Source: an optimization exercise on an open RTL-to-GDS flow (aim: small area). Production flows keep margins and buffers that such runs may drop. In this exercise RTL edits were held to simulation tests only and were not proved equivalent to the original. Power and IR drop assume default switching activity.

`flow/flow/run.sh`:
```
#!/bin/bash
# Standard layout, with the smallest buffer on the ports and a leaner clock tree.
set -euo pipefail
bash standard.sh "BUFFER_PORTS_ARGS=-buffer_cell sky130_fd_sc_hd__buf_1" \
  "CTS_ARGS=-sink_clustering_enable -repair_clock_nets -buf_list {sky130_fd_sc_hd__clkbuf_8} -sink_clustering_size 20 -sink_clustering_max_diameter 100 -dont_use_dummy_load" \
  finish > standard_flow.log 2>&1
```
`flow/standard.sh`:
```
#!/bin/bash
# synth_recipe.tcl (not shown) runs the flow's synth.tcl, then flattens the netlist and writes it again
# the make line also repeats each setting of config.mk as NAME=value (left out here)
make -C /OpenROAD-flow-scripts/flow DESIGN_CONFIG=/design/flow/config.mk WORK_HOME=/design/flow/orfs CLKGATE_MAP_FILE= SYNTH_SCRIPT=/design/flow/synth_recipe.tcl "${@:-finish}"
```
`flow/config.mk`:
```
export PLATFORM = sky130hd
export DESIGN_NAME = hub75
export DESIGN_NICKNAME = hub75
export VERILOG_FILES = /design/flow/design.v
export SDC_FILE = /design/flow/constraint.sdc
export NUM_CORES = 4
export LEC_CHECK = 0
export CAP_MARGIN = 20
export CORE_MARGIN = 2
export CORE_UTILIZATION = 65
export PLACE_DENSITY = 0.75
export SLEW_MARGIN = 20
```
`flow/constraint.sdc`:
```
create_clock -name core_clock -period 10.0 [get_ports {clk}]
set_input_delay 2.0000 -clock core_clock [delete_from_list [all_inputs] [get_ports {clk}]]
set_output_delay 2.0000 -clock core_clock [all_outputs]
set_load 0.01 [all_outputs]
```
`flow/design.v`:
```
`default_nettype none
module hub75 #(
    parameter FIFO_WIDTH = 64,
    parameter OUT_REG = 6,
    parameter CLK_SPEED = 40_000_000
) (
    input wire clk,
    input wire s_axi_valid,
    output logic s_axi_ready,
    input wire reset_n,
    input wire [FIFO_WIDTH - 1 : 0] r0_in,
    input wire [FIFO_WIDTH - 1 : 0] g0_in,
    input wire [FIFO_WIDTH - 1 : 0] b0_in,
    input wire [FIFO_WIDTH - 1 : 0] r1_in,
    input wire [FIFO_WIDTH - 1 : 0] g1_in,
    input wire [FIFO_WIDTH - 1 : 0] b1_in,
    output logic r0_out,
    output logic g0_out,
    output logic b0_out,
    output logic r1_out,
    output logic g1_out,
    output logic b1_out,
    output logic [5 - 1 : 0] addr_out,
    output logic blank,
    output logic latch_out,
    output logic clk_out
);
  logic sh, s3, s4, s5, s6, vd;
  logic [2:0] addr_cnt;
  logic [13:0] tmr;      
  logic tz;               
  logic [6:0] cnt;      
  logic [13:0] tload;
  logic done, rst_st, tterm, ldv;
  logic [5:0] head, col_q;
  logic [62:0] ring [6];
  logic [63:0] din [6];
  assign din[0] = r0_in;
  assign din[1] = g0_in;
  assign din[2] = b0_in;
  assign din[3] = r1_in;
  assign din[4] = g1_in;
  assign din[5] = b1_in;
  assign tload[0] = 8'b00011111 >> addr_cnt;
  assign tload[1] = 8'b10010010 >> addr_cnt;
  assign tload[2] = 8'b10100001 >> addr_cnt;
  assign tload[3] = 8'b11011000 >> addr_cnt;
  assign tload[4] = 8'b10111110 >> addr_cnt;
  assign tload[5] = 8'b10110110 >> addr_cnt;
  assign tload[6] = 8'b01101100 >> addr_cnt;
  assign tload[7] = 8'b01101001 >> addr_cnt;
  assign tload[8] = 8'b10001101 >> addr_cnt;
  assign tload[9] = 8'b01011010 >> addr_cnt;
  assign tload[10] = 8'b10101001 >> addr_cnt;
  assign tload[11] = 8'b01011110 >> addr_cnt;
  assign tload[12] = 8'b11111011 >> addr_cnt;
  assign tload[13] = 8'b01000100 >> addr_cnt;
  assign done = (cnt == 7'd0);
  assign tterm = (tmr == 14'd9714);
  assign rst_st = ~(s_axi_ready | sh | s3 | s4 | s5 | s6);
  assign ldv = s_axi_ready & s_axi_valid;
  always_ff @(posedge clk) begin
    if (reset_n == 1'b0) begin
      s_axi_ready <= 1'b0;
      sh <= 1'b0;
      clk_out <= 1'b0;
      s3 <= 1'b0;
      s4 <= 1'b0;
      s5 <= 1'b0;
      s6 <= 1'b0;
      latch_out <= 1'b0;
      blank <= 1'b1;
      vd <= 1'b0;
      addr_cnt <= '0;
      addr_out <= '0;
      tz <= 1'b1;
    end else begin
      s_axi_ready <= s6 | rst_st | (s_axi_ready & ~s_axi_valid);
      sh <= ldv | (sh & ~(clk_out & done));
      clk_out <= sh & ~clk_out;
      s3 <= (clk_out & done) | (s3 & ~tz);
      s4 <= s3 & tz;
      s5 <= s4;
      s6 <= s5;
      latch_out <= s6;
      blank <= ~(vd & (s_axi_ready | sh | s3));
      if (s6) vd <= 1'b1;
      if (s6) addr_cnt <= addr_cnt + 3'd1;
      if (s5 && vd && addr_cnt == 3'd0) addr_out <= addr_out + 5'd1;
      tz <= ~s6 & (tz | tterm);
    end
  end
  always_ff @(posedge clk) begin
    if (s6) tmr <= tload;
    else tmr <= {tmr[12:0], ~(^{tmr[13], tmr[12], tmr[11], tmr[1]})};
    if (s_axi_ready) cnt <= 7'd0;
    else cnt <= {cnt[5:0], ~(^{cnt[6], cnt[5]})};
  end
  always_ff @(posedge clk) begin
    ring[0][1] <= ~((sh | din[0][1]) & (s_axi_ready | ring[0][2]));
    ring[0][3] <= ~((sh | din[0][2]) & (s_axi_ready | ring[0][4]));
    ring[0][5] <= ~((sh | din[0][3]) & (s_axi_ready | ring[0][6]));
    ring[0][7] <= ~((sh | din[0][4]) & (s_axi_ready | ring[0][8]));
    ring[0][9] <= ~((sh | din[0][5]) & (s_axi_ready | ring[0][10]));
    ring[0][11] <= ~((sh | din[0][6]) & (s_axi_ready | ring[0][12]));
    ring[0][13] <= ~((sh | din[0][7]) & (s_axi_ready | ring[0][14]));
    ring[0][15] <= ~((sh | din[0][8]) & (s_axi_ready | ring[0][16]));
    ring[0][17] <= ~((sh | din[0][9]) & (s_axi_ready | ring[0][18]));
    ring[0][19] <= ~((sh | din[0][10]) & (s_axi_ready | ring[0][20]));
    ring[0][21] <= ~((sh | din[0][11]) & (s_axi_ready | ring[0][22]));
    ring[0][23] <= ~((sh | din[0][12]) & (s_axi_ready | ring[0][24]));
    ring[0][25] <= ~((sh | din[0][13]) & (s_axi_ready | ring[0][26]));
    ring[0][27] <= ~((sh | din[0][14]) & (s_axi_ready | ring[0][28]));
    ring[0][29] <= ~((sh | din[0][15]) & (s_axi_ready | ring[0][30]));
    ring[0][31] <= ~((sh | din[0][16]) & (s_axi_ready | ring[0][32]));
    ring[0][33] <= ~((sh | din[0][17]) & (s_axi_ready | ring[0][34]));
    ring[0][35] <= ~((sh | din[0][18]) & (s_axi_ready | ring[0][36]));
    ring[0][37] <= ~((sh | din[0][19]) & (s_axi_ready | ring[0][38]));
    ring[0][39] <= ~((sh | din[0][20]) & (s_axi_ready | ring[0][40]));
    ring[0][41] <= ~((sh | din[0][21]) & (s_axi_ready | ring[0][42]));
    ring[0][43] <= ~((sh | din[0][22]) & (s_axi_ready | ring[0][44]));
    ring[0][45] <= ~((sh | din[0][23]) & (s_axi_ready | ring[0][46]));
    ring[0][47] <= ~((sh | din[0][24]) & (s_axi_ready | ring[0][48]));
    ring[0][49] <= ~((sh | din[0][25]) & (s_axi_ready | ring[0][50]));
    ring[0][51] <= ~((sh | din[0][26]) & (s_axi_ready | ring[0][52]));
    ring[0][53] <= ~((sh | din[0][27]) & (s_axi_ready | ring[0][54]));
    ring[0][55] <= ~((sh | din[0][28]) & (s_axi_ready | ring[0][56]));
    ring[0][57] <= ~((sh | din[0][29]) & (s_axi_ready | ring[0][58]));
    ring[0][59] <= ~((sh | din[0][30]) & (s_axi_ready | ring[0][60]));
    ring[0][61] <= ~((sh | din[0][31]) & (s_axi_ready | ring[0][62]));
    ring[0][0] <= ~((sh | din[0][32]) & (s_axi_ready | ring[0][1]));
    ring[0][2] <= ~((sh | din[0][33]) & (s_axi_ready | ring[0][3]));
    ring[0][4] <= ~((sh | din[0][34]) & (s_axi_ready | ring[0][5]));
    ring[0][6] <= ~((sh | din[0][35]) & (s_axi_ready | ring[0][7]));
    ring[0][8] <= ~((sh | din[0][36]) & (s_axi_ready | ring[0][9]));
    ring[0][10] <= ~((sh | din[0][37]) & (s_axi_ready | ring[0][11]));
    ring[0][12] <= ~((sh | din[0][38]) & (s_axi_ready | ring[0][13]));
    ring[0][14] <= ~((sh | din[0][39]) & (s_axi_ready | ring[0][15]));
    ring[0][16] <= ~((sh | din[0][40]) & (s_axi_ready | ring[0][17]));
    ring[0][18] <= ~((sh | din[0][41]) & (s_axi_ready | ring[0][19]));
    ring[0][20] <= ~((sh | din[0][42]) & (s_axi_ready | ring[0][21]));
    ring[0][22] <= ~((sh | din[0][43]) & (s_axi_ready | ring[0][23]));
    ring[0][24] <= ~((sh | din[0][44]) & (s_axi_ready | ring[0][25]));
    ring[0][26] <= ~((sh | din[0][45]) & (s_axi_ready | ring[0][27]));
    ring[0][28] <= ~((sh | din[0][46]) & (s_axi_ready | ring[0][29]));
    ring[0][30] <= ~((sh | din[0][47]) & (s_axi_ready | ring[0][31]));
    ring[0][32] <= ~((sh | din[0][48]) & (s_axi_ready | ring[0][33]));
    ring[0][34] <= ~((sh | din[0][49]) & (s_axi_ready | ring[0][35]));
    ring[0][36] <= ~((sh | din[0][50]) & (s_axi_ready | ring[0][37]));
    ring[0][38] <= ~((sh | din[0][51]) & (s_axi_ready | ring[0][39]));
    ring[0][40] <= ~((sh | din[0][52]) & (s_axi_ready | ring[0][41]));
    ring[0][42] <= ~((sh | din[0][53]) & (s_axi_ready | ring[0][43]));
    ring[0][44] <= ~((sh | din[0][54]) & (s_axi_ready | ring[0][45]));
    ring[0][46] <= ~((sh | din[0][55]) & (s_axi_ready | ring[0][47]));
    ring[0][48] <= ~((sh | din[0][56]) & (s_axi_ready | ring[0][49]));
    ring[0][50] <= ~((sh | din[0][57]) & (s_axi_ready | ring[0][51]));
    ring[0][52] <= ~((sh | din[0][58]) & (s_axi_ready | ring[0][53]));
    ring[0][54] <= ~((sh | din[0][59]) & (s_axi_ready | ring[0][55]));
    ring[0][56] <= ~((sh | din[0][60]) & (s_axi_ready | ring[0][57]));
    ring[0][58] <= ~((sh | din[0][61]) & (s_axi_ready | ring[0][59]));
    ring[0][60] <= ~((sh | din[0][62]) & (s_axi_ready | ring[0][61]));
    ring[0][62] <= ~((sh | din[0][63]) & (s_axi_ready | ring[0][0]));
    ring[1][1] <= ~((sh | din[1][1]) & (s_axi_ready | ring[1][2]));
    ring[1][3] <= ~((sh | din[1][2]) & (s_axi_ready | ring[1][4]));
    ring[1][5] <= ~((sh | din[1][3]) & (s_axi_ready | ring[1][6]));
    ring[1][7] <= ~((sh | din[1][4]) & (s_axi_ready | ring[1][8]));
    ring[1][9] <= ~((sh | din[1][5]) & (s_axi_ready | ring[1][10]));
    ring[1][11] <= ~((sh | din[1][6]) & (s_axi_ready | ring[1][12]));
    ring[1][13] <= ~((sh | din[1][7]) & (s_axi_ready | ring[1][14]));
    ring[1][15] <= ~((sh | din[1][8]) & (s_axi_ready | ring[1][16]));
    ring[1][17] <= ~((sh | din[1][9]) & (s_axi_ready | ring[1][18]));
    ring[1][19] <= ~((sh | din[1][10]) & (s_axi_ready | ring[1][20]));
    ring[1][21] <= ~((sh | din[1][11]) & (s_axi_ready | ring[1][22]));
    ring[1][23] <= ~((sh | din[1][12]) & (s_axi_ready | ring[1][24]));
    ring[1][25] <= ~((sh | din[1][13]) & (s_axi_ready | ring[1][26]));
    ring[1][27] <= ~((sh | din[1][14]) & (s_axi_ready | ring[1][28]));
    ring[1][29] <= ~((sh | din[1][15]) & (s_axi_ready | ring[1][30]));
    ring[1][31] <= ~((sh | din[1][16]) & (s_axi_ready | ring[1][32]));
    ring[1][33] <= ~((sh | din[1][17]) & (s_axi_ready | ring[1][34]));
    ring[1][35] <= ~((sh | din[1][18]) & (s_axi_ready | ring[1][36]));
    ring[1][37] <= ~((sh | din[1][19]) & (s_axi_ready | ring[1][38]));
    ring[1][39] <= ~((sh | din[1][20]) & (s_axi_ready | ring[1][40]));
    ring[1][41] <= ~((sh | din[1][21]) & (s_axi_ready | ring[1][42]));
    ring[1][43] <= ~((sh | din[1][22]) & (s_axi_ready | ring[1][44]));
    ring[1][45] <= ~((sh | din[1][23]) & (s_axi_ready | ring[1][46]));
    ring[1][47] <= ~((sh | din[1][24]) & (s_axi_ready | ring[1][48]));
    ring[1][49] <= ~((sh | din[1][25]) & (s_axi_ready | ring[1][50]));
    ring[1][51] <= ~((sh | din[1][26]) & (s_axi_ready | ring[1][52]));
    ring[1][53] <= ~((sh | din[1][27]) & (s_axi_ready | ring[1][54]));
    ring[1][55] <= ~((sh | din[1][28]) & (s_axi_ready | ring[1][56]));
    ring[1][57] <= ~((sh | din[1][29]) & (s_axi_ready | ring[1][58]));
    ring[1][59] <= ~((sh | din[1][30]) & (s_axi_ready | ring[1][60]));
    ring[1][61] <= ~((sh | din[1][31]) & (s_axi_ready | ring[1][62]));
    ring[1][0] <= ~((sh | din[1][32]) & (s_axi_ready | ring[1][1]));
    ring[1][2] <= ~((sh | din[1][33]) & (s_axi_ready | ring[1][3]));
    ring[1][4] <= ~((sh | din[1][34]) & (s_axi_ready | ring[1][5]));
    ring[1][6] <= ~((sh | din[1][35]) & (s_axi_ready | ring[1][7]));
    ring[1][8] <= ~((sh | din[1][36]) & (s_axi_ready | ring[1][9]));
    ring[1][10] <= ~((sh | din[1][37]) & (s_axi_ready | ring[1][11]));
    ring[1][12] <= ~((sh | din[1][38]) & (s_axi_ready | ring[1][13]));
    ring[1][14] <= ~((sh | din[1][39]) & (s_axi_ready | ring[1][15]));
    ring[1][16] <= ~((sh | din[1][40]) & (s_axi_ready | ring[1][17]));
    ring[1][18] <= ~((sh | din[1][41]) & (s_axi_ready | ring[1][19]));
    ring[1][20] <= ~((sh | din[1][42]) & (s_axi_ready | ring[1][21]));
    ring[1][22] <= ~((sh | din[1][43]) & (s_axi_ready | ring[1][23]));
    ring[1][24] <= ~((sh | din[1][44]) & (s_axi_ready | ring[1][25]));
    ring[1][26] <= ~((sh | din[1][45]) & (s_axi_ready | ring[1][27]));
    ring[1][28] <= ~((sh | din[1][46]) & (s_axi_ready | ring[1][29]));
    ring[1][30] <= ~((sh | din[1][47]) & (s_axi_ready | ring[1][31]));
    ring[1][32] <= ~((sh | din[1][48]) & (s_axi_ready | ring[1][33]));
    ring[1][34] <= ~((sh | din[1][49]) & (s_axi_ready | ring[1][35]));
    ring[1][36] <= ~((sh | din[1][50]) & (s_axi_ready | ring[1][37]));
    ring[1][38] <= ~((sh | din[1][51]) & (s_axi_ready | ring[1][39]));
    ring[1][40] <= ~((sh | din[1][52]) & (s_axi_ready | ring[1][41]));
    ring[1][42] <= ~((sh | din[1][53]) & (s_axi_ready | ring[1][43]));
    ring[1][44] <= ~((sh | din[1][54]) & (s_axi_ready | ring[1][45]));
    ring[1][46] <= ~((sh | din[1][55]) & (s_axi_ready | ring[1][47]));
    ring[1][48] <= ~((sh | din[1][56]) & (s_axi_ready | ring[1][49]));
    ring[1][50] <= ~((sh | din[1][57]) & (s_axi_ready | ring[1][51]));
    ring[1][52] <= ~((sh | din[1][58]) & (s_axi_ready | ring[1][53]));
    ring[1][54] <= ~((sh | din[1][59]) & (s_axi_ready | ring[1][55]));
    ring[1][56] <= ~((sh | din[1][60]) & (s_axi_ready | ring[1][57]));
    ring[1][58] <= ~((sh | din[1][61]) & (s_axi_ready | ring[1][59]));
    ring[1][60] <= ~((sh | din[1][62]) & (s_axi_ready | ring[1][61]));
    ring[1][62] <= ~((sh | din[1][63]) & (s_axi_ready | ring[1][0]));
    ring[2][1] <= ~((sh | din[2][1]) & (s_axi_ready | ring[2][2]));
    ring[2][3] <= ~((sh | din[2][2]) & (s_axi_ready | ring[2][4]));
    ring[2][5] <= ~((sh | din[2][3]) & (s_axi_ready | ring[2][6]));
    ring[2][7] <= ~((sh | din[2][4]) & (s_axi_ready | ring[2][8]));
    ring[2][9] <= ~((sh | din[2][5]) & (s_axi_ready | ring[2][10]));
    ring[2][11] <= ~((sh | din[2][6]) & (s_axi_ready | ring[2][12]));
    ring[2][13] <= ~((sh | din[2][7]) & (s_axi_ready | ring[2][14]));
    ring[2][15] <= ~((sh | din[2][8]) & (s_axi_ready | ring[2][16]));
    ring[2][17] <= ~((sh | din[2][9]) & (s_axi_ready | ring[2][18]));
    ring[2][19] <= ~((sh | din[2][10]) & (s_axi_ready | ring[2][20]));
    ring[2][21] <= ~((sh | din[2][11]) & (s_axi_ready | ring[2][22]));
    ring[2][23] <= ~((sh | din[2][12]) & (s_axi_ready | ring[2][24]));
    ring[2][25] <= ~((sh | din[2][13]) & (s_axi_ready | ring[2][26]));
    ring[2][27] <= ~((sh | din[2][14]) & (s_axi_ready | ring[2][28]));
    ring[2][29] <= ~((sh | din[2][15]) & (s_axi_ready | ring[2][30]));
    ring[2][31] <= ~((sh | din[2][16]) & (s_axi_ready | ring[2][32]));
    ring[2][33] <= ~((sh | din[2][17]) & (s_axi_ready | ring[2][34]));
    ring[2][35] <= ~((sh | din[2][18]) & (s_axi_ready | ring[2][36]));
    ring[2][37] <= ~((sh | din[2][19]) & (s_axi_ready | ring[2][38]));
    ring[2][39] <= ~((sh | din[2][20]) & (s_axi_ready | ring[2][40]));
    ring[2][41] <= ~((sh | din[2][21]) & (s_axi_ready | ring[2][42]));
    ring[2][43] <= ~((sh | din[2][22]) & (s_axi_ready | ring[2][44]));
    ring[2][45] <= ~((sh | din[2][23]) & (s_axi_ready | ring[2][46]));
    ring[2][47] <= ~((sh | din[2][24]) & (s_axi_ready | ring[2][48]));
    ring[2][49] <= ~((sh | din[2][25]) & (s_axi_ready | ring[2][50]));
    ring[2][51] <= ~((sh | din[2][26]) & (s_axi_ready | ring[2][52]));
    ring[2][53] <= ~((sh | din[2][27]) & (s_axi_ready | ring[2][54]));
    ring[2][55] <= ~((sh | din[2][28]) & (s_axi_ready | ring[2][56]));
    ring[2][57] <= ~((sh | din[2][29]) & (s_axi_ready | ring[2][58]));
    ring[2][59] <= ~((sh | din[2][30]) & (s_axi_ready | ring[2][60]));
    ring[2][61] <= ~((sh | din[2][31]) & (s_axi_ready | ring[2][62]));
    ring[2][0] <= ~((sh | din[2][32]) & (s_axi_ready | ring[2][1]));
    ring[2][2] <= ~((sh | din[2][33]) & (s_axi_ready | ring[2][3]));
    ring[2][4] <= ~((sh | din[2][34]) & (s_axi_ready | ring[2][5]));
    ring[2][6] <= ~((sh | din[2][35]) & (s_axi_ready | ring[2][7]));
    ring[2][8] <= ~((sh | din[2][36]) & (s_axi_ready | ring[2][9]));
    ring[2][10] <= ~((sh | din[2][37]) & (s_axi_ready | ring[2][11]));
    ring[2][12] <= ~((sh | din[2][38]) & (s_axi_ready | ring[2][13]));
    ring[2][14] <= ~((sh | din[2][39]) & (s_axi_ready | ring[2][15]));
    ring[2][16] <= ~((sh | din[2][40]) & (s_axi_ready | ring[2][17]));
    ring[2][18] <= ~((sh | din[2][41]) & (s_axi_ready | ring[2][19]));
    ring[2][20] <= ~((sh | din[2][42]) & (s_axi_ready | ring[2][21]));
    ring[2][22] <= ~((sh | din[2][43]) & (s_axi_ready | ring[2][23]));
    ring[2][24] <= ~((sh | din[2][44]) & (s_axi_ready | ring[2][25]));
    ring[2][26] <= ~((sh | din[2][45]) & (s_axi_ready | ring[2][27]));
    ring[2][28] <= ~((sh | din[2][46]) & (s_axi_ready | ring[2][29]));
    ring[2][30] <= ~((sh | din[2][47]) & (s_axi_ready | ring[2][31]));
    ring[2][32] <= ~((sh | din[2][48]) & (s_axi_ready | ring[2][33]));
    ring[2][34] <= ~((sh | din[2][49]) & (s_axi_ready | ring[2][35]));
    ring[2][36] <= ~((sh | din[2][50]) & (s_axi_ready | ring[2][37]));
    ring[2][38] <= ~((sh | din[2][51]) & (s_axi_ready | ring[2][39]));
    ring[2][40] <= ~((sh | din[2][52]) & (s_axi_ready | ring[2][41]));
    ring[2][42] <= ~((sh | din[2][53]) & (s_axi_ready | ring[2][43]));
    ring[2][44] <= ~((sh | din[2][54]) & (s_axi_ready | ring[2][45]));
    ring[2][46] <= ~((sh | din[2][55]) & (s_axi_ready | ring[2][47]));
    ring[2][48] <= ~((sh | din[2][56]) & (s_axi_ready | ring[2][49]));
    ring[2][50] <= ~((sh | din[2][57]) & (s_axi_ready | ring[2][51]));
    ring[2][52] <= ~((sh | din[2][58]) & (s_axi_ready | ring[2][53]));
    ring[2][54] <= ~((sh | din[2][59]) & (s_axi_ready | ring[2][55]));
    ring[2][56] <= ~((sh | din[2][60]) & (s_axi_ready | ring[2][57]));
    ring[2][58] <= ~((sh | din[2][61]) & (s_axi_ready | ring[2][59]));
    ring[2][60] <= ~((sh | din[2][62]) & (s_axi_ready | ring[2][61]));
    ring[2][62] <= ~((sh | din[2][63]) & (s_axi_ready | ring[2][0]));
    ring[3][1] <= ~((sh | din[3][1]) & (s_axi_ready | ring[3][2]));
    ring[3][3] <= ~((sh | din[3][2]) & (s_axi_ready | ring[3][4]));
    ring[3][5] <= ~((sh | din[3][3]) & (s_axi_ready | ring[3][6]));
    ring[3][7] <= ~((sh | din[3][4]) & (s_axi_ready | ring[3][8]));
    ring[3][9] <= ~((sh | din[3][5]) & (s_axi_ready | ring[3][10]));
    ring[3][11] <= ~((sh | din[3][6]) & (s_axi_ready | ring[3][12]));
    ring[3][13] <= ~((sh | din[3][7]) & (s_axi_ready | ring[3][14]));
    ring[3][15] <= ~((sh | din[3][8]) & (s_axi_ready | ring[3][16]));
    ring[3][17] <= ~((sh | din[3][9]) & (s_axi_ready | ring[3][18]));
    ring[3][19] <= ~((sh | din[3][10]) & (s_axi_ready | ring[3][20]));
    ring[3][21] <= ~((sh | din[3][11]) & (s_axi_ready | ring[3][22]));
    ring[3][23] <= ~((sh | din[3][12]) & (s_axi_ready | ring[3][24]));
    ring[3][25] <= ~((sh | din[3][13]) & (s_axi_ready | ring[3][26]));
    ring[3][27] <= ~((sh | din[3][14]) & (s_axi_ready | ring[3][28]));
    ring[3][29] <= ~((sh | din[3][15]) & (s_axi_ready | ring[3][30]));
    ring[3][31] <= ~((sh | din[3][16]) & (s_axi_ready | ring[3][32]));
    ring[3][33] <= ~((sh | din[3][17]) & (s_axi_ready | ring[3][34]));
    ring[3][35] <= ~((sh | din[3][18]) & (s_axi_ready | ring[3][36]));
    ring[3][37] <= ~((sh | din[3][19]) & (s_axi_ready | ring[3][38]));
    ring[3][39] <= ~((sh | din[3][20]) & (s_axi_ready | ring[3][40]));
    ring[3][41] <= ~((sh | din[3][21]) & (s_axi_ready | ring[3][42]));
    ring[3][43] <= ~((sh | din[3][22]) & (s_axi_ready | ring[3][44]));
    ring[3][45] <= ~((sh | din[3][23]) & (s_axi_ready | ring[3][46]));
    ring[3][47] <= ~((sh | din[3][24]) & (s_axi_ready | ring[3][48]));
    ring[3][49] <= ~((sh | din[3][25]) & (s_axi_ready | ring[3][50]));
    ring[3][51] <= ~((sh | din[3][26]) & (s_axi_ready | ring[3][52]));
    ring[3][53] <= ~((sh | din[3][27]) & (s_axi_ready | ring[3][54]));
    ring[3][55] <= ~((sh | din[3][28]) & (s_axi_ready | ring[3][56]));
    ring[3][57] <= ~((sh | din[3][29]) & (s_axi_ready | ring[3][58]));
    ring[3][59] <= ~((sh | din[3][30]) & (s_axi_ready | ring[3][60]));
    ring[3][61] <= ~((sh | din[3][31]) & (s_axi_ready | ring[3][62]));
    ring[3][0] <= ~((sh | din[3][32]) & (s_axi_ready | ring[3][1]));
    ring[3][2] <= ~((sh | din[3][33]) & (s_axi_ready | ring[3][3]));
    ring[3][4] <= ~((sh | din[3][34]) & (s_axi_ready | ring[3][5]));
    ring[3][6] <= ~((sh | din[3][35]) & (s_axi_ready | ring[3][7]));
    ring[3][8] <= ~((sh | din[3][36]) & (s_axi_ready | ring[3][9]));
    ring[3][10] <= ~((sh | din[3][37]) & (s_axi_ready | ring[3][11]));
    ring[3][12] <= ~((sh | din[3][38]) & (s_axi_ready | ring[3][13]));
    ring[3][14] <= ~((sh | din[3][39]) & (s_axi_ready | ring[3][15]));
    ring[3][16] <= ~((sh | din[3][40]) & (s_axi_ready | ring[3][17]));
    ring[3][18] <= ~((sh | din[3][41]) & (s_axi_ready | ring[3][19]));
    ring[3][20] <= ~((sh | din[3][42]) & (s_axi_ready | ring[3][21]));
    ring[3][22] <= ~((sh | din[3][43]) & (s_axi_ready | ring[3][23]));
    ring[3][24] <= ~((sh | din[3][44]) & (s_axi_ready | ring[3][25]));
    ring[3][26] <= ~((sh | din[3][45]) & (s_axi_ready | ring[3][27]));
    ring[3][28] <= ~((sh | din[3][46]) & (s_axi_ready | ring[3][29]));
    ring[3][30] <= ~((sh | din[3][47]) & (s_axi_ready | ring[3][31]));
    ring[3][32] <= ~((sh | din[3][48]) & (s_axi_ready | ring[3][33]));
    ring[3][34] <= ~((sh | din[3][49]) & (s_axi_ready | ring[3][35]));
    ring[3][36] <= ~((sh | din[3][50]) & (s_axi_ready | ring[3][37]));
    ring[3][38] <= ~((sh | din[3][51]) & (s_axi_ready | ring[3][39]));
    ring[3][40] <= ~((sh | din[3][52]) & (s_axi_ready | ring[3][41]));
    ring[3][42] <= ~((sh | din[3][53]) & (s_axi_ready | ring[3][43]));
    ring[3][44] <= ~((sh | din[3][54]) & (s_axi_ready | ring[3][45]));
    ring[3][46] <= ~((sh | din[3][55]) & (s_axi_ready | ring[3][47]));
    ring[3][48] <= ~((sh | din[3][56]) & (s_axi_ready | ring[3][49]));
    ring[3][50] <= ~((sh | din[3][57]) & (s_axi_ready | ring[3][51]));
    ring[3][52] <= ~((sh | din[3][58]) & (s_axi_ready | ring[3][53]));
    ring[3][54] <= ~((sh | din[3][59]) & (s_axi_ready | ring[3][55]));
    ring[3][56] <= ~((sh | din[3][60]) & (s_axi_ready | ring[3][57]));
    ring[3][58] <= ~((sh | din[3][61]) & (s_axi_ready | ring[3][59]));
    ring[3][60] <= ~((sh | din[3][62]) & (s_axi_ready | ring[3][61]));
    ring[3][62] <= ~((sh | din[3][63]) & (s_axi_ready | ring[3][0]));
    ring[4][1] <= ~((sh | din[4][1]) & (s_axi_ready | ring[4][2]));
    ring[4][3] <= ~((sh | din[4][2]) & (s_axi_ready | ring[4][4]));
    ring[4][5] <= ~((sh | din[4][3]) & (s_axi_ready | ring[4][6]));
    ring[4][7] <= ~((sh | din[4][4]) & (s_axi_ready | ring[4][8]));
    ring[4][9] <= ~((sh | din[4][5]) & (s_axi_ready | ring[4][10]));
    ring[4][11] <= ~((sh | din[4][6]) & (s_axi_ready | ring[4][12]));
    ring[4][13] <= ~((sh | din[4][7]) & (s_axi_ready | ring[4][14]));
    ring[4][15] <= ~((sh | din[4][8]) & (s_axi_ready | ring[4][16]));
    ring[4][17] <= ~((sh | din[4][9]) & (s_axi_ready | ring[4][18]));
    ring[4][19] <= ~((sh | din[4][10]) & (s_axi_ready | ring[4][20]));
    ring[4][21] <= ~((sh | din[4][11]) & (s_axi_ready | ring[4][22]));
    ring[4][23] <= ~((sh | din[4][12]) & (s_axi_ready | ring[4][24]));
    ring[4][25] <= ~((sh | din[4][13]) & (s_axi_ready | ring[4][26]));
    ring[4][27] <= ~((sh | din[4][14]) & (s_axi_ready | ring[4][28]));
    ring[4][29] <= ~((sh | din[4][15]) & (s_axi_ready | ring[4][30]));
    ring[4][31] <= ~((sh | din[4][16]) & (s_axi_ready | ring[4][32]));
    ring[4][33] <= ~((sh | din[4][17]) & (s_axi_ready | ring[4][34]));
    ring[4][35] <= ~((sh | din[4][18]) & (s_axi_ready | ring[4][36]));
    ring[4][37] <= ~((sh | din[4][19]) & (s_axi_ready | ring[4][38]));
    ring[4][39] <= ~((sh | din[4][20]) & (s_axi_ready | ring[4][40]));
    ring[4][41] <= ~((sh | din[4][21]) & (s_axi_ready | ring[4][42]));
    ring[4][43] <= ~((sh | din[4][22]) & (s_axi_ready | ring[4][44]));
    ring[4][45] <= ~((sh | din[4][23]) & (s_axi_ready | ring[4][46]));
    ring[4][47] <= ~((sh | din[4][24]) & (s_axi_ready | ring[4][48]));
    ring[4][49] <= ~((sh | din[4][25]) & (s_axi_ready | ring[4][50]));
    ring[4][51] <= ~((sh | din[4][26]) & (s_axi_ready | ring[4][52]));
    ring[4][53] <= ~((sh | din[4][27]) & (s_axi_ready | ring[4][54]));
    ring[4][55] <= ~((sh | din[4][28]) & (s_axi_ready | ring[4][56]));
    ring[4][57] <= ~((sh | din[4][29]) & (s_axi_ready | ring[4][58]));
    ring[4][59] <= ~((sh | din[4][30]) & (s_axi_ready | ring[4][60]));
    ring[4][61] <= ~((sh | din[4][31]) & (s_axi_ready | ring[4][62]));
    ring[4][0] <= ~((sh | din[4][32]) & (s_axi_ready | ring[4][1]));
    ring[4][2] <= ~((sh | din[4][33]) & (s_axi_ready | ring[4][3]));
    ring[4][4] <= ~((sh | din[4][34]) & (s_axi_ready | ring[4][5]));
    ring[4][6] <= ~((sh | din[4][35]) & (s_axi_ready | ring[4][7]));
    ring[4][8] <= ~((sh | din[4][36]) & (s_axi_ready | ring[4][9]));
    ring[4][10] <= ~((sh | din[4][37]) & (s_axi_ready | ring[4][11]));
    ring[4][12] <= ~((sh | din[4][38]) & (s_axi_ready | ring[4][13]));
    ring[4][14] <= ~((sh | din[4][39]) & (s_axi_ready | ring[4][15]));
    ring[4][16] <= ~((sh | din[4][40]) & (s_axi_ready | ring[4][17]));
    ring[4][18] <= ~((sh | din[4][41]) & (s_axi_ready | ring[4][19]));
    ring[4][20] <= ~((sh | din[4][42]) & (s_axi_ready | ring[4][21]));
    ring[4][22] <= ~((sh | din[4][43]) & (s_axi_ready | ring[4][23]));
    ring[4][24] <= ~((sh | din[4][44]) & (s_axi_ready | ring[4][25]));
    ring[4][26] <= ~((sh | din[4][45]) & (s_axi_ready | ring[4][27]));
    ring[4][28] <= ~((sh | din[4][46]) & (s_axi_ready | ring[4][29]));
    ring[4][30] <= ~((sh | din[4][47]) & (s_axi_ready | ring[4][31]));
    ring[4][32] <= ~((sh | din[4][48]) & (s_axi_ready | ring[4][33]));
    ring[4][34] <= ~((sh | din[4][49]) & (s_axi_ready | ring[4][35]));
    ring[4][36] <= ~((sh | din[4][50]) & (s_axi_ready | ring[4][37]));
    ring[4][38] <= ~((sh | din[4][51]) & (s_axi_ready | ring[4][39]));
    ring[4][40] <= ~((sh | din[4][52]) & (s_axi_ready | ring[4][41]));
    ring[4][42] <= ~((sh | din[4][53]) & (s_axi_ready | ring[4][43]));
    ring[4][44] <= ~((sh | din[4][54]) & (s_axi_ready | ring[4][45]));
    ring[4][46] <= ~((sh | din[4][55]) & (s_axi_ready | ring[4][47]));
    ring[4][48] <= ~((sh | din[4][56]) & (s_axi_ready | ring[4][49]));
    ring[4][50] <= ~((sh | din[4][57]) & (s_axi_ready | ring[4][51]));
    ring[4][52] <= ~((sh | din[4][58]) & (s_axi_ready | ring[4][53]));
    ring[4][54] <= ~((sh | din[4][59]) & (s_axi_ready | ring[4][55]));
    ring[4][56] <= ~((sh | din[4][60]) & (s_axi_ready | ring[4][57]));
    ring[4][58] <= ~((sh | din[4][61]) & (s_axi_ready | ring[4][59]));
    ring[4][60] <= ~((sh | din[4][62]) & (s_axi_ready | ring[4][61]));
    ring[4][62] <= ~((sh | din[4][63]) & (s_axi_ready | ring[4][0]));
    ring[5][1] <= ~((sh | din[5][1]) & (s_axi_ready | ring[5][2]));
    ring[5][3] <= ~((sh | din[5][2]) & (s_axi_ready | ring[5][4]));
    ring[5][5] <= ~((sh | din[5][3]) & (s_axi_ready | ring[5][6]));
    ring[5][7] <= ~((sh | din[5][4]) & (s_axi_ready | ring[5][8]));
    ring[5][9] <= ~((sh | din[5][5]) & (s_axi_ready | ring[5][10]));
    ring[5][11] <= ~((sh | din[5][6]) & (s_axi_ready | ring[5][12]));
    ring[5][13] <= ~((sh | din[5][7]) & (s_axi_ready | ring[5][14]));
    ring[5][15] <= ~((sh | din[5][8]) & (s_axi_ready | ring[5][16]));
    ring[5][17] <= ~((sh | din[5][9]) & (s_axi_ready | ring[5][18]));
    ring[5][19] <= ~((sh | din[5][10]) & (s_axi_ready | ring[5][20]));
    ring[5][21] <= ~((sh | din[5][11]) & (s_axi_ready | ring[5][22]));
    ring[5][23] <= ~((sh | din[5][12]) & (s_axi_ready | ring[5][24]));
    ring[5][25] <= ~((sh | din[5][13]) & (s_axi_ready | ring[5][26]));
    ring[5][27] <= ~((sh | din[5][14]) & (s_axi_ready | ring[5][28]));
    ring[5][29] <= ~((sh | din[5][15]) & (s_axi_ready | ring[5][30]));
    ring[5][31] <= ~((sh | din[5][16]) & (s_axi_ready | ring[5][32]));
    ring[5][33] <= ~((sh | din[5][17]) & (s_axi_ready | ring[5][34]));
    ring[5][35] <= ~((sh | din[5][18]) & (s_axi_ready | ring[5][36]));
    ring[5][37] <= ~((sh | din[5][19]) & (s_axi_ready | ring[5][38]));
    ring[5][39] <= ~((sh | din[5][20]) & (s_axi_ready | ring[5][40]));
    ring[5][41] <= ~((sh | din[5][21]) & (s_axi_ready | ring[5][42]));
    ring[5][43] <= ~((sh | din[5][22]) & (s_axi_ready | ring[5][44]));
    ring[5][45] <= ~((sh | din[5][23]) & (s_axi_ready | ring[5][46]));
    ring[5][47] <= ~((sh | din[5][24]) & (s_axi_ready | ring[5][48]));
    ring[5][49] <= ~((sh | din[5][25]) & (s_axi_ready | ring[5][50]));
    ring[5][51] <= ~((sh | din[5][26]) & (s_axi_ready | ring[5][52]));
    ring[5][53] <= ~((sh | din[5][27]) & (s_axi_ready | ring[5][54]));
    ring[5][55] <= ~((sh | din[5][28]) & (s_axi_ready | ring[5][56]));
    ring[5][57] <= ~((sh | din[5][29]) & (s_axi_ready | ring[5][58]));
    ring[5][59] <= ~((sh | din[5][30]) & (s_axi_ready | ring[5][60]));
    ring[5][61] <= ~((sh | din[5][31]) & (s_axi_ready | ring[5][62]));
    ring[5][0] <= ~((sh | din[5][32]) & (s_axi_ready | ring[5][1]));
    ring[5][2] <= ~((sh | din[5][33]) & (s_axi_ready | ring[5][3]));
    ring[5][4] <= ~((sh | din[5][34]) & (s_axi_ready | ring[5][5]));
    ring[5][6] <= ~((sh | din[5][35]) & (s_axi_ready | ring[5][7]));
    ring[5][8] <= ~((sh | din[5][36]) & (s_axi_ready | ring[5][9]));
    ring[5][10] <= ~((sh | din[5][37]) & (s_axi_ready | ring[5][11]));
    ring[5][12] <= ~((sh | din[5][38]) & (s_axi_ready | ring[5][13]));
    ring[5][14] <= ~((sh | din[5][39]) & (s_axi_ready | ring[5][15]));
    ring[5][16] <= ~((sh | din[5][40]) & (s_axi_ready | ring[5][17]));
    ring[5][18] <= ~((sh | din[5][41]) & (s_axi_ready | ring[5][19]));
    ring[5][20] <= ~((sh | din[5][42]) & (s_axi_ready | ring[5][21]));
    ring[5][22] <= ~((sh | din[5][43]) & (s_axi_ready | ring[5][23]));
    ring[5][24] <= ~((sh | din[5][44]) & (s_axi_ready | ring[5][25]));
    ring[5][26] <= ~((sh | din[5][45]) & (s_axi_ready | ring[5][27]));
    ring[5][28] <= ~((sh | din[5][46]) & (s_axi_ready | ring[5][29]));
    ring[5][30] <= ~((sh | din[5][47]) & (s_axi_ready | ring[5][31]));
    ring[5][32] <= ~((sh | din[5][48]) & (s_axi_ready | ring[5][33]));
    ring[5][34] <= ~((sh | din[5][49]) & (s_axi_ready | ring[5][35]));
    ring[5][36] <= ~((sh | din[5][50]) & (s_axi_ready | ring[5][37]));
    ring[5][38] <= ~((sh | din[5][51]) & (s_axi_ready | ring[5][39]));
    ring[5][40] <= ~((sh | din[5][52]) & (s_axi_ready | ring[5][41]));
    ring[5][42] <= ~((sh | din[5][53]) & (s_axi_ready | ring[5][43]));
    ring[5][44] <= ~((sh | din[5][54]) & (s_axi_ready | ring[5][45]));
    ring[5][46] <= ~((sh | din[5][55]) & (s_axi_ready | ring[5][47]));
    ring[5][48] <= ~((sh | din[5][56]) & (s_axi_ready | ring[5][49]));
    ring[5][50] <= ~((sh | din[5][57]) & (s_axi_ready | ring[5][51]));
    ring[5][52] <= ~((sh | din[5][58]) & (s_axi_ready | ring[5][53]));
    ring[5][54] <= ~((sh | din[5][59]) & (s_axi_ready | ring[5][55]));
    ring[5][56] <= ~((sh | din[5][60]) & (s_axi_ready | ring[5][57]));
    ring[5][58] <= ~((sh | din[5][61]) & (s_axi_ready | ring[5][59]));
    ring[5][60] <= ~((sh | din[5][62]) & (s_axi_ready | ring[5][61]));
    ring[5][62] <= ~((sh | din[5][63]) & (s_axi_ready | ring[5][0]));
  end
  always_ff @(posedge clk) begin
    for (int c = 0; c < 6; c++) begin
      if (s_axi_ready) col_q[c] <= din[c][0];
      else if (clk_out) col_q[c] <= ring[c][0];
    end
  end
  always_comb begin
    r0_out = col_q[0];
    g0_out = col_q[1];
    b0_out = col_q[2];
    r1_out = col_q[3];
    g1_out = col_q[4];
    b1_out = col_q[5];
  end
endmodule
```
==> summary.txt, run 1 <==
Worst path cell trace -> buf_1
Post-Synthesis Cells -> 1015
Global-route wire length before repair -> 44400 um
Post-Route WL -> 29700 um
Top-count cell post-synth -> dfxtp_1
R2R depth -> 3
Top cell type's share of synthesized area -> 69.4%
Die height -> 140 um
Arrival time worst endpoint -> 1.52 ns
Routed length per instance -> 18.7 um
Post-CTS Repair Setup Buffers -> 0
ANT nets after route -> 0
Vias/cell -> 5.72
Reg clk slew, reported paths -> 0.12 ns
Worst-Margin Slew -> 1.03 ns
Setup crit start -> s_axi_ready
Die area -> 19700 um2
Post-DP HPWL -> 20700 um
Area leader, netlist -> dfxtp_1
Sink Count -> 424
Max-slew violation count -> 0
Number of synthesized flops with an enable pin -> 6
CTS root buffer -> clkbuf_8
Hold Vio Cnt, Final -> 0
Min-delay src -> ring[1][26]
Ports -> 402
Resized Gates After CTS -> 0
Static leakage -> 5.01 nW
CTS hold repair buffers -> 0
Smallest hold slack -> 0.343 ns
Final Cell Area -> 13900 um2
Unrepaired setup endpoints after global routing -> no
Crit Path Max Fanout -> 62
Remaining DRCs -> 0
Synth top cells by count -> 418 x dfxtp_1, 379 x o22ai_1, 81 x clkbuf_1
Netlist Area Pre-Place -> 12100 um2
CP max-delay cell -> dfxtp_4
Worst Setup End Kind -> output pin
Avg Inst Size Synth -> 11.9 um2
Number of max-cap violations -> 0
Worst setup path class -> reg -> out
CP top delay family -> flip-flops
Crit-path max cell delay -> 0.76 ns
Row Count -> 49
Placed Area -> 13600 um2
GRT Total Usage -> 28.6%
Final Skew -> 0.0639 ns
Top post-synthesis cells by area -> dfxtp_1 69%, o22ai_1 20%, clkbuf_1 2.5%
Initial antenna violation count -> 2
Total Nets Final -> 1752
Cell count along the critical path -> 1
CTS buffer count -> 25
Setup violators final -> 0
R2R Path Start -> s_axi_ready
Top FF cell, synth -> dfxtp_1
Layout cells sized above 1 -> 3.47%
Max frequency -> 284 MHz
Final Util -> 77.0%
TNS Setup -> 0 ns
Status -> finished clean
Async SR Flop Fraction -> 0%
RD Place Congestion -> 0.850
CP bufs+invs -> 1
Vias -> 9077
DRT Pass-1 Iters -> 5
Vias in the first global route -> 8661
Tmin final -> 3.52 ns
Clock Latency Late Sink -> 0.57 ns
Synth unique cells -> 35
H-tree depth reported by CTS -> 1
Clk buf depth -> 3
I/O Buffers -> 401
VDD IR max -> 170 uV
Warnings, synthesis -> 3
Worst hold path type -> reg -> reg
Global route overflow -> 0
DR iter-0 viols -> 521
Layout overhead on the synthesized area -> 15.4%
Hold Path Stages -> 1
Startpoint types -> register
Core area -> 18100 um2
Die extent in x -> 140 um
Share of the yosys chip area belonging to registers -> 70.9%
Period utilization -> 35.2%
Rel. slew slack -> 31.3%
FF+latch count, synth -> 424
Syn nets -> 1409
Starting Density -> 66.7%
Crit path required time -> 8.00 ns
CTS tree -> done
Power Dens Cells -> 228 nW/um2
Largest net degree at the start of global routing -> 118
worst paths after layout:
| kind | end | slack [ns] |
|---|---|---|
| setup / recovery | s_axi_ready | 6.48 |
| hold / removal | ring[1][25] | 0.34 |
| setup reg to reg | col_q[2] | 6.81 |
| hold reg to reg | ring[1][25] | 0.34 |
layer usage:
metal | share of wire [%] | up-vias | track usage (%)
met2 | 48 | 343 | 46.7
met1 | 41 | 4201 | 36.5
met4 | 3.2 | 0 | 10.8
li1 | - | 4477 | -
met3 | 7.8 | 56 | 7.90
met5 | 0 | - | 0
report_power, final:
group,leakage (nW),internal (mW),switching (mW)
sequential,3.57,1.98,0.113
clock,0.180,0.226,0.462
combinational,1.26,0.196,0.195
total,5.01,2.40,0.770
layout make-up:
| type | instances | area, um2 |
|---|---|---|
| multi-input cells | 489 | 3130 |
| diodes | 2 | 5.00 |
| inverters | 10 | 38.8 |
| fillers | 1273 | 4160 |
| flip-flops and latches | 424 | 8560 |
| repair buffers | 408 | 1560 |
| clock buffers | 25 | 344 |
| well taps | 229 | 287 |
per-stage QoR:
| step | setup slack [ns] | cells | total power, mW |
|---|---|---|---|
| final | 6.48 | 1587 | 3.17 |
| after global routing | 6.38 | 1587 | 3.31 |
| after CTS | 6.45 | 1585 | 3.18 |
| after detailed placement | 6.84 | 1560 | 2.51 |
| after global placement | 6.82 | 1560 | 2.49 |
| after floorplan | 7.44 | 1015 | 2.37 |
registers in the layout (all words and copies together) (netlist names), 3 cells and up:
| register | flops |
|---|---|
| addr_out | 5 |
| cnt | 7 |
| tmr | 14 |
| ring | 378 |
| addr_cnt | 3 |
| col_q | 6 |
cell usage in the layout, fill, tap and decap left out:
cell,instances
a21oi_1,13
a31o_2,1
a31oi_1,2
and2_1,2
and3_1,1
buf_1,401
buf_4,6
buf_6,1
clkbuf_8,25
clkinvlp_2,1
dfxtp_1,416
dfxtp_4,2
diode_2,2
edfxtp_1,6
ha_1,7
inv_1,9
mux2_2,9
mux2i_1,6
nand2_1,7
nand2b_1,3
nand3_1,3
nand4b_1,2
nor2_1,18
nor2b_1,8
nor3b_1,1
nor4_1,1
nor4b_1,1
o211ai_1,1
o21ai_0,6
o22ai_1,379
o2bb2ai_1,1
o31ai_1,1
o41ai_2,1
or2_2,1
or3_1,4
or4_1,2
or4b_1,1
xnor2_1,5
xor2_1,2
kinds of logic (layout without fill, tap and decap cells):
logic type | after synthesis | in the layout | synth area share (%)
flip-flops | 424 | 424 | 70.9
adder cells (fa/ha/maj) | 7 | 7 | 0.726
XOR/XNOR | 7 | 7 | 0.508
AO/OA/AOI/OAI | 405 | 405 | 21.0
multiplexers | 15 | 15 | 1.34
AND/OR/NAND/NOR | 55 | 55 | 2.43
buffers and inverters | 102 | 443 | 3.18
other | 0 | 2 | 0
==> run 2: changes to the inputs <==
--- a/flow/design.v
+++ b/flow/design.v
@@ -25,14 +25,14 @@
     output logic latch_out,
     output logic clk_out
 );
-  logic sh, s3, s4, s5, s6, vd;
+  logic sh, s3, post, s5, s6, vd;
   logic [2:0] addr_cnt;
   logic [13:0] tmr;      
   logic tz;               
   logic [6:0] cnt;      
   logic [13:0] tload;
-  logic done, rst_st, tterm, ldv;
-  logic [5:0] head, col_q;
+  logic done, rst_st, tfb, ldv;
+  logic [5:0] col_q;
   logic [62:0] ring [6];
   logic [63:0] din [6];
   assign din[0] = r0_in;
@@ -41,23 +41,26 @@
   assign din[3] = r1_in;
   assign din[4] = g1_in;
   assign din[5] = b1_in;
-  assign tload[0] = 8'b00011111 >> addr_cnt;
-  assign tload[1] = 8'b10010010 >> addr_cnt;
-  assign tload[2] = 8'b10100001 >> addr_cnt;
-  assign tload[3] = 8'b11011000 >> addr_cnt;
-  assign tload[4] = 8'b10111110 >> addr_cnt;
-  assign tload[5] = 8'b10110110 >> addr_cnt;
-  assign tload[6] = 8'b01101100 >> addr_cnt;
-  assign tload[7] = 8'b01101001 >> addr_cnt;
-  assign tload[8] = 8'b10001101 >> addr_cnt;
-  assign tload[9] = 8'b01011010 >> addr_cnt;
-  assign tload[10] = 8'b10101001 >> addr_cnt;
-  assign tload[11] = 8'b01011110 >> addr_cnt;
-  assign tload[12] = 8'b11111011 >> addr_cnt;
-  assign tload[13] = 8'b01000100 >> addr_cnt;
-  assign done = (cnt == 7'd0);
-  assign tterm = (tmr == 14'd9714);
-  assign rst_st = ~(s_axi_ready | sh | s3 | s4 | s5 | s6);
+  assign tload[0] = 8'b10111111 >> addr_cnt;
+  assign tload[1] = 8'b01011100 >> addr_cnt;
+  assign tload[2] = 8'b01101111 >> addr_cnt;
+  assign tload[3] = 8'b11100101 >> addr_cnt;
+  assign tload[4] = 8'b11111011 >> addr_cnt;
+  assign tload[5] = 8'b10010110 >> addr_cnt;
+  assign tload[6] = 8'b01011100 >> addr_cnt;
+  assign tload[7] = 8'b11111010 >> addr_cnt;
+  assign tload[8] = 8'b11001000 >> addr_cnt;
+  assign tload[9] = 8'b10101000 >> addr_cnt;
+  assign tload[10] = 8'b10110101 >> addr_cnt;
+  assign tload[11] = 8'b01010100 >> addr_cnt;
+  assign tload[12] = 8'b11101000 >> addr_cnt;
+  assign tload[13] = 8'b10000010 >> addr_cnt;
+  assign done = (cnt == 7'd66);
+  assign tz = ~vd | (&tmr);
+  assign tfb = ~(^{tmr[13], tmr[12], tmr[11], tmr[1]}) | (&tmr[12:0]);
+  assign s5 = post & cnt[2];
+  assign s6 = post & cnt[0];
+  assign rst_st = ~(s_axi_ready | sh | s3 | post);
   assign ldv = s_axi_ready & s_axi_valid;
   always_ff @(posedge clk) begin
     if (reset_n == 1'b0) begin
@@ -65,35 +68,29 @@
       sh <= 1'b0;
       clk_out <= 1'b0;
       s3 <= 1'b0;
-      s4 <= 1'b0;
-      s5 <= 1'b0;
-      s6 <= 1'b0;
+      post <= 1'b0;
       latch_out <= 1'b0;
       blank <= 1'b1;
       vd <= 1'b0;
       addr_cnt <= '0;
       addr_out <= '0;
-      tz <= 1'b1;
     end else begin
       s_axi_ready <= s6 | rst_st | (s_axi_ready & ~s_axi_valid);
       sh <= ldv | (sh & ~(clk_out & done));
       clk_out <= sh & ~clk_out;
       s3 <= (clk_out & done) | (s3 & ~tz);
-      s4 <= s3 & tz;
-      s5 <= s4;
-      s6 <= s5;
+      post <= (s3 & tz) | (post & ~cnt[0]);
       latch_out <= s6;
       blank <= ~(vd & (s_axi_ready | sh | s3));
       if (s6) vd <= 1'b1;
       if (s6) addr_cnt <= addr_cnt + 3'd1;
       if (s5 && vd && addr_cnt == 3'd0) addr_out <= addr_out + 5'd1;
-      tz <= ~s6 & (tz | tterm);
     end
   end
   always_ff @(posedge clk) begin
     if (s6) tmr <= tload;
-    else tmr <= {tmr[12:0], ~(^{tmr[13], tmr[12], tmr[11], tmr[1]})};
-    if (s_axi_ready) cnt <= 7'd0;
+    else tmr <= {tmr[12:0], tfb};
+    if (s_axi_ready | s3) cnt <= 7'd66;
     else cnt <= {cnt[5:0], ~(^{cnt[6], cnt[5]})};
   end
   always_ff @(posedge clk) begin
--- a/flow/config.mk
+++ b/flow/config.mk
@@ -5,8 +5,8 @@
 export SDC_FILE = /design/flow/constraint.sdc
 export NUM_CORES = 4
 export LEC_CHECK = 0
-export CAP_MARGIN = 20
+export CAP_MARGIN = 5
 export CORE_MARGIN = 2
 export CORE_UTILIZATION = 65
 export PLACE_DENSITY = 0.75
-export SLEW_MARGIN = 20
+export SLEW_MARGIN = 5
==> run 2 against run 1 <==
Net effect:
- still clean on timing, DRC and antenna
- register-to-register slack got worse by 0.14 ns
- core utilization decreased by 0.26 points
- combinational power decreased by 5.6%
- non-clock buffer count decreased by 1
- critical path depth unchanged
- setup slack got worse by 0.36 ns
- critical path type unchanged
- largest cell class unchanged
==> summary.txt, run 2 <==
Unrepaired setup endpoints after global routing -> no
Worst setup path class -> reg -> out
Worst path cell trace -> buf_1
Crit path required time -> 8.00 ns (about the same)
Async SR Flop Fraction -> 0% (unchanged)
Worst-Margin Slew -> 1.17 ns (+0.141 ns)
DRT Pass-1 Iters -> 7 (+2)
Layout fillers -> 1296 (+1.8%)
Status -> finished clean
Global route overflow -> 0 (unchanged)
Crit-path max cell delay -> 1.09 ns (+0.33 ns)
Die area -> 19700 um2 (about the same)
Sink Count -> 421 (-0.71%)
Placed Area -> 13500 um2 (-0.41%)
Avg Inst Size Synth -> 11.8 um2 (-0.34%)
Number of synthesized flops with an enable pin -> 6 (unchanged)
Syn nets -> 1412 (+0.21%)
CP top delay family -> flip-flops
Netlist Area Pre-Place -> 12100 um2 (about the same)
Setup violators final -> 0 (unchanged)
Top-count cell post-synth -> dfxtp_1
Layout overhead on the synthesized area -> 15.1%
DR iter-0 viols -> 571 (+9.6%)
Commonest non-fill, non-tap cell in the layout -> dfxtp_1
CTS hold repair buffers -> 0 (unchanged)
Layout cells sized above 1 -> 3.03% (-0.44 points)
Reg with most FFs -> ring
Total Nets Final -> 1751 (-0.057%)
Post-DP HPWL -> 20400 um (-1.4%)
Resized Gates After CTS -> 0 (unchanged)
ANT nets after route -> 0 (unchanged)
Worst Setup End Kind -> output pin
Vias in the first global route -> 8725 (+0.74%)
Starting Density -> 66.7% (about the same)
Power Dens Cells -> 225 nW/um2 (-1.0%)
Die extent in x -> 140 um (about the same)
TNS Setup -> 0 ns (unchanged)
Static leakage -> 4.98 nW (-0.60%)
Period utilization -> 38.8% (+3.6 points)
Max FFs per register -> 378 (unchanged)
Post-Route WL -> 29900 um (+0.81%)
Startpoint types -> register
Global-route wire length before repair -> 44900 um (+1.1%)
Die height -> 140 um (about the same)
Warnings, synthesis -> 3 (unchanged)
Max-slew violation count -> 0 (unchanged)
Top cell type's share of synthesized area -> 68.9% (-0.47 points)
CTS buffer count -> 25 (unchanged)
Remaining DRCs -> 0 (unchanged)
GRT Total Usage -> 28.8% (+0.19 points)
Routed length per instance -> 18.8 um (+0.56%)
Clock Power Share -> 22.0% (+0.3 points)
Post-Synthesis Cells -> 1018 (+0.30%)
CP max-delay cell -> dfxtp_4
Area leader, netlist -> dfxtp_1
Vias -> 9119 (+0.46%)
I/O Buffers -> 401 (unchanged)
CTS root buffer -> clkbuf_8
Biggest regs -> ring (378), tmr (14), cnt (7)
Tmin final -> 3.88 ns (+0.364 ns)
Cell-internal power -> 2.37 mW (-1.2%)
Top post-synthesis cells by area -> dfxtp_1 69%, o22ai_1 20%, clkbuf_1 1.9%
Max frequency -> 257 MHz (-9.4%)
CP bufs+invs -> 1 (unchanged)
Post-CTS Repair Setup Buffers -> 0 (unchanged)
VDD IR max -> 157 uV (-7.7%)
Ports -> 402 (unchanged)
Synth top cells by count -> 415 x dfxtp_1, 378 x o22ai_1, 60 x clkbuf_1
Arrival time worst endpoint -> 1.88 ns (+0.36 ns)
Top FF cell, synth -> dfxtp_1
Sw Share -> 24.2% (-0.13 points)
Initial antenna violation count -> 6 (+4)
Final Skew -> 0.0674 ns (+0.00352 ns)
FF+latch count, synth -> 421 (-0.71%)
Synth unique cells -> 44 (+26%)
Clk buf depth -> 3 (unchanged)
Vias/cell -> 5.73 (+0.21%)
Rel. slew slack -> 21.9% (-9.4 points)
Clock Latency Late Sink -> 0.56 ns (about the same)
Number of max-cap violations -> 0 (unchanged)
Core area -> 18100 um2 (unchanged)
Share of the yosys chip area belonging to registers -> 70.4% (-0.47 points)
Worst hold path type -> reg -> reg
CTS tree -> done
Row Count -> 49 (unchanged)
Most frequent cells in the layout -> 413 x dfxtp_1, 401 x buf_1, 378 x o22ai_1
RD Place Congestion -> 0.858 (+0.93%)
Final Cell Area -> 13900 um2 (-0.33%)
Gate power share -> 11.8% (-0.5 points)
Psw -> 756 uW (-1.8%)
H-tree depth reported by CTS -> 1 (unchanged)
Seq pwr share -> 66.2% (+0.3 points)
Reg clk slew, reported paths -> 0.11 ns (about the same)
Crit Path Max Fanout -> 110 (+77%)
Largest net degree at the start of global routing -> 125 (+5.9%)
Hold Vio Cnt, Final -> 0 (unchanged)
[run 2: cell types whose count changed in the layout (fill, tap and decap cells not counted), sizes merged, moves of 5 or more]
cell   change
nor2b      -7
o21ai      +6
diode      +5
nor2       -7
a21oi      -6
nand2      +9
[run 2: worst paths after layout]
kind | from | to | slack, ns | cells past startpoint
hold reg to reg | ring[4][55] | ring[4][54] | 0.35 | 1
hold / removal | ring[4][55] | ring[4][54] | 0.35 | 1
setup reg to reg | s_axi_ready | col_q[4] | 6.67 | 3
setup / recovery | s_axi_ready | s_axi_ready | 6.12 | 1
[run 2: cells by family (layout without fill, tap and decap cells)]
kind of cell,Yosys count,after routing,share of synthesized area [%]
compound gates,414,414,21.5
xor+xnor,5,5,0.488
fa+ha+maj,7,7,0.726
buf+inv,102,439,3.43
flops,421,421,70.4
mux,8,8,0.726
other cells,0,7,0
simple gates,61,61,2.69
[run 2: power groups by stage]
stage	Combinational, mW	Clock [mW]	Sequential [mW]
3_5_place_dp	0.369	0	2.10
3_3_place_gp	0.354	0	2.10
5_1_grt	0.416	0.753	2.10
6_report	0.369	0.688	2.07
4_1_cts	0.369	0.703	2.07
2_1_floorplan	0.283	0	2.05
[run 2: worst reg2reg max path: stages (launching register included)]
cell	delay, ns
dfxtp_4	1.09
buf_4	0.67
buf_4	0.89
mux2_2	0.45
[run 2: final cells by class]
cell class                      instances  area (um2)  area share [%]
Antenna cell                            7        17.5           0.126
Inverter                                7        26.3           0.189
Clock buffer                           25         344            2.48
Timing Repair Buffer                  407        1550            11.2
Sequential cell                       421        8500            61.2
Multi-Input combinational cell        495        3160            22.7
Tap cell                              229         287            2.06
[run 2: through the flow]
stage / hold slack (ns) / power, mW / instances / util [%] / worst slack [ns]
3_5_place_dp: 0.404 / 2.47 / 1559 / 74.7 / 6.72
4_1_cts: 0.348 / 3.14 / 1584 / 76.6 / 6.10
3_3_place_gp: 0.400 / 2.45 / 1559 / 74.7 / 6.72
6_report: 0.351 / 3.13 / 1591 / 76.7 / 6.12
5_1_grt: 0.378 / 3.26 / 1589 / 76.7 / 5.99
2_1_floorplan: 0.399 / 2.33 / 1018 / - / 7.27
[run 2: layer usage]
metal	routed length (um)	track usage, %	vias to the layer above
li1	-	-	4511
met1	12100	37.6	4188
met2	14000	45.0	332
met3	2320	7.76	88
met4	1430	13.5	0
met5	0	0	-
==> run 3: changes to the inputs <==
--- a/flow/config.mk
+++ b/flow/config.mk
@@ -5,8 +5,8 @@
 export SDC_FILE = /design/flow/constraint.sdc
 export NUM_CORES = 4
 export LEC_CHECK = 0
-export CAP_MARGIN = 5
+export CAP_MARGIN = 20
 export CORE_MARGIN = 2
 export CORE_UTILIZATION = 65
 export PLACE_DENSITY = 0.75
-export SLEW_MARGIN = 5
+export SLEW_MARGIN = 20
==> run 3 against run 2 <==
Net effect:
- still clean
- sequential power hardly changed
- die area stayed put
- final area is 0.22% higher
- clock skew hardly changed
- critical path depth is 1 higher
- cell count is 0.13% higher
- via count hardly changed
- wire length is 0.18% higher
- sequential cell count stayed put
- worst hold slack better by 0.0016 ns
- setup slack better by 0.13 ns
- largest cell class unchanged
==> summary.txt, run 3 <==
Status -> finished clean
Top cell type's share of synthesized area -> 68.9% (unchanged)
Post-CTS Repair Setup Buffers -> 0 (unchanged)
Max-slew violation count -> 0 (unchanged)
DR iter-0 viols -> 591 (+3.5%)
Cell-internal power -> 2.37 mW (about the same)
Post-Route WL -> 30000 um (+0.18%)
TNS Setup -> 0 ns (unchanged)
Unrepaired setup endpoints after global routing -> no
Arrival time worst endpoint -> 1.75 ns (-0.13 ns)
Clock Latency Late Sink -> 0.56 ns (about the same)
Reg with most FFs -> ring
Sw Share -> 24.2% (+0.047 points)
VDD IR max -> 157 uV (-0.20%)
Final Cell Area -> 13900 um2 (+0.22%)
Initial antenna violation count -> 6 (unchanged)
Layout fillers -> 1289 (-0.54%)
Max FFs per register -> 378 (unchanged)
Row Count -> 49 (unchanged)
Max frequency -> 267 MHz (+3.6%)
ANT nets after route -> 0 (unchanged)
Worst hold path type -> reg -> reg
Layout overhead on the synthesized area -> 15.3%
Top post-synthesis cells by area -> dfxtp_1 69%, o22ai_1 20%, clkbuf_1 1.9%
Netlist Area Pre-Place -> 12100 um2 (unchanged)
Sink Count -> 421 (unchanged)
RD Place Congestion -> 0.858 (unchanged)
Most frequent cells in the layout -> 413 x dfxtp_1, 401 x buf_1, 378 x o22ai_1
Psw -> 758 uW (+0.31%)
Period utilization -> 37.5% (-1.3 points)
Placed Area -> 13500 um2 (unchanged)
CP bufs+invs -> 2 (+1)
Area leader, netlist -> dfxtp_1
Synth unique cells -> 44 (unchanged)
Rel. slew slack -> 33.9% (+12 points)
Die extent in x -> 140 um (unchanged)
Worst setup path class -> reg -> out
Number of synthesized flops with an enable pin -> 6 (unchanged)
Top FF cell, synth -> dfxtp_1
Seq pwr share -> 65.9% (-0.3 points)
Post-DP HPWL -> 20400 um (unchanged)
H-tree depth reported by CTS -> 1 (unchanged)
Post-Synthesis Cells -> 1018 (unchanged)
Warnings, synthesis -> 3 (unchanged)
Clk buf depth -> 3 (unchanged)
Routed length per instance -> 18.8 um (about the same)
Core area -> 18100 um2 (unchanged)
Worst-Margin Slew -> 0.991 ns (-0.180 ns)
Share of the yosys chip area belonging to registers -> 70.4% (unchanged)
Vias in the first global route -> 8725 (unchanged)
Remaining DRCs -> 0 (unchanged)
Async SR Flop Fraction -> 0% (unchanged)
Hold Vio Cnt, Final -> 0 (unchanged)
Setup violators final -> 0 (unchanged)
Tmin final -> 3.75 ns (-0.135 ns)
Resized Gates After CTS -> 0 (unchanged)
CP max-delay cell -> dfxtp_4
DRT Pass-1 Iters -> 5 (-2)
Vias/cell -> 5.72 (-0.19%)
Total Nets Final -> 1752 (+0.057%)
CTS buffer count -> 25 (unchanged)
Final Skew -> 0.0671 ns (-0.000340 ns)
Crit path required time -> 8.00 ns (about the same)
Commonest non-fill, non-tap cell in the layout -> dfxtp_1
Worst Setup End Kind -> output pin
Vias -> 9113 (-0.066%)
Power Total -> 3.13 mW (+0.12%)
Die height -> 140 um (unchanged)
CP top delay family -> flip-flops
Starting Density -> 66.7% (unchanged)
Global-route wire length before repair -> 44900 um (unchanged)
FF+latch count, synth -> 421 (unchanged)
Global route overflow -> 0 (unchanged)
Startpoint types -> register
CTS root buffer -> clkbuf_8
CTS hold repair buffers -> 0 (unchanged)
Die area -> 19700 um2 (unchanged)
Number of max-cap violations -> 0 (unchanged)
Syn nets -> 1412 (unchanged)
Crit Path Max Fanout -> 65 (-41%)
Largest net degree at the start of global routing -> 125 (unchanged)
Clock Power Share -> 22.0% (about the same)
Worst path cell trace -> buf_12 -> buf_1
Power Dens Cells -> 225 nW/um2 (about the same)
Gate power share -> 12.1% (+0.3 points)
Crit-path max cell delay -> 0.68 ns (-0.41 ns)
CTS tree -> done
GRT Total Usage -> 28.8% (unchanged)
Layout cells sized above 1 -> 3.10% (+0.072 points)
Synth top cells by count -> 415 x dfxtp_1, 378 x o22ai_1, 60 x clkbuf_1
Static leakage -> 5.00 nW (+0.22%)
Top-count cell post-synth -> dfxtp_1
I/O Buffers -> 401 (unchanged)
Ports -> 402 (unchanged)
Biggest regs -> ring (378), tmr (14), cnt (7)
Avg Inst Size Synth -> 11.8 um2 (unchanged)
Reg clk slew, reported paths -> 0.11 ns (about the same)
-- run 3: worst paths after layout --
path | start | to | slack [ns] | cells past startpoint
worst min register to register | ring[4][55] | ring[4][54] | 0.35 | 1
worst max-delay path | s_axi_ready | s_axi_ready | 6.25 | 2
worst max register to register | s_axi_ready | col_q[4] | 6.85 | 4
worst min-delay path | ring[4][55] | ring[4][54] | 0.35 | 1
-- run 3: power by group through the flow --
stage / sequential (mW) / combinational, mW / clock (mW)
after CTS: 2.07 / 0.369 / 0.703
after global routing: 2.09 / 0.427 / 0.753
after detailed placement: 2.10 / 0.369 / 0
final: 2.06 / 0.379 / 0.689
after floorplan: 2.05 / 0.283 / 0
after global placement: 2.10 / 0.354 / 0
-- run 3: metrics by stage --
step / hold WS [ns] / utilization [%] / instances / worst slack [ns]
floorplan: 0.399 / - / 1018 / 7.27
global placement: 0.400 / 74.7 / 1559 / 6.72
detailed placement: 0.404 / 74.7 / 1559 / 6.72
CTS: 0.348 / 76.6 / 1584 / 6.10
global route: 0.378 / 76.8 / 1590 / 6.15
finish: 0.353 / 76.9 / 1593 / 6.25
-- run 3: kinds of logic after synthesis --
| logic type | after synthesis | synth area share, % |
|---|---|---|
| AND/OR/NAND/NOR | 61 | 2.69 |
| buffers and inverters | 102 | 3.43 |
| multiplexers | 8 | 0.726 |
| flip-flops | 421 | 70.4 |
| adder cells (fa/ha/maj) | 7 | 0.726 |
| XOR/XNOR | 5 | 0.488 |
| AO/OA/AOI/OAI | 414 | 21.5 |
-- run 3: area by class of cell --
cell class              instances  area (um2)  share of cell area, %
flip-flops and latches        421        8500                   61.1
multi-input cells             495        3160                   22.7
repair buffers                408        1580                   11.3
clock buffers                  25         344                   2.47
well taps                     229         287                   2.06
inverters                       7        26.3                  0.189
diodes                          8        20.0                  0.144
-- run 3: metal layers --
metal / share of wire (%) / global-route usage, % / wire length, um
met5: 0 / 0 / 0
met4: 4.6 / 13.5 / 1380
met3: 7.7 / 7.76 / 2320
met2: 47 / 45.0 / 14000
met1: 41 / 37.6 / 12300

## afterwards: timing with drivers on the ports
In the flow no input, the clock included, has a driving cell. The finished layouts below were timed again as built, in two steps. Step 1 sets driving cells, clkbuf_16 on the clock port and buf_2 on the other inputs (assumed; they add their load-dependent delay and slew). Step 2 adds t to the input delays and takes it off the output delays; t is the mean of the earliest and latest rising clock arrival at the registers after step 1. Input paths then give back, and output paths get back, about the clock's delay inside the block. Slacks: ideal ports / drivers / drivers and shift; pairs: ideal ports / drivers.
run | t (ns) | slack for setup (ns) | worst slew at a driven data input, ns
run 1 | 0.580 | 6.481 / 6.436 / 6.811 | 0.09
run 2 | 0.571 | 6.116 / 6.076 / 6.647 | 0.09
run 3 | 0.573 | 6.251 / 6.210 / 6.783 | 0.09
After both steps setup and hold are still met in every run listed.
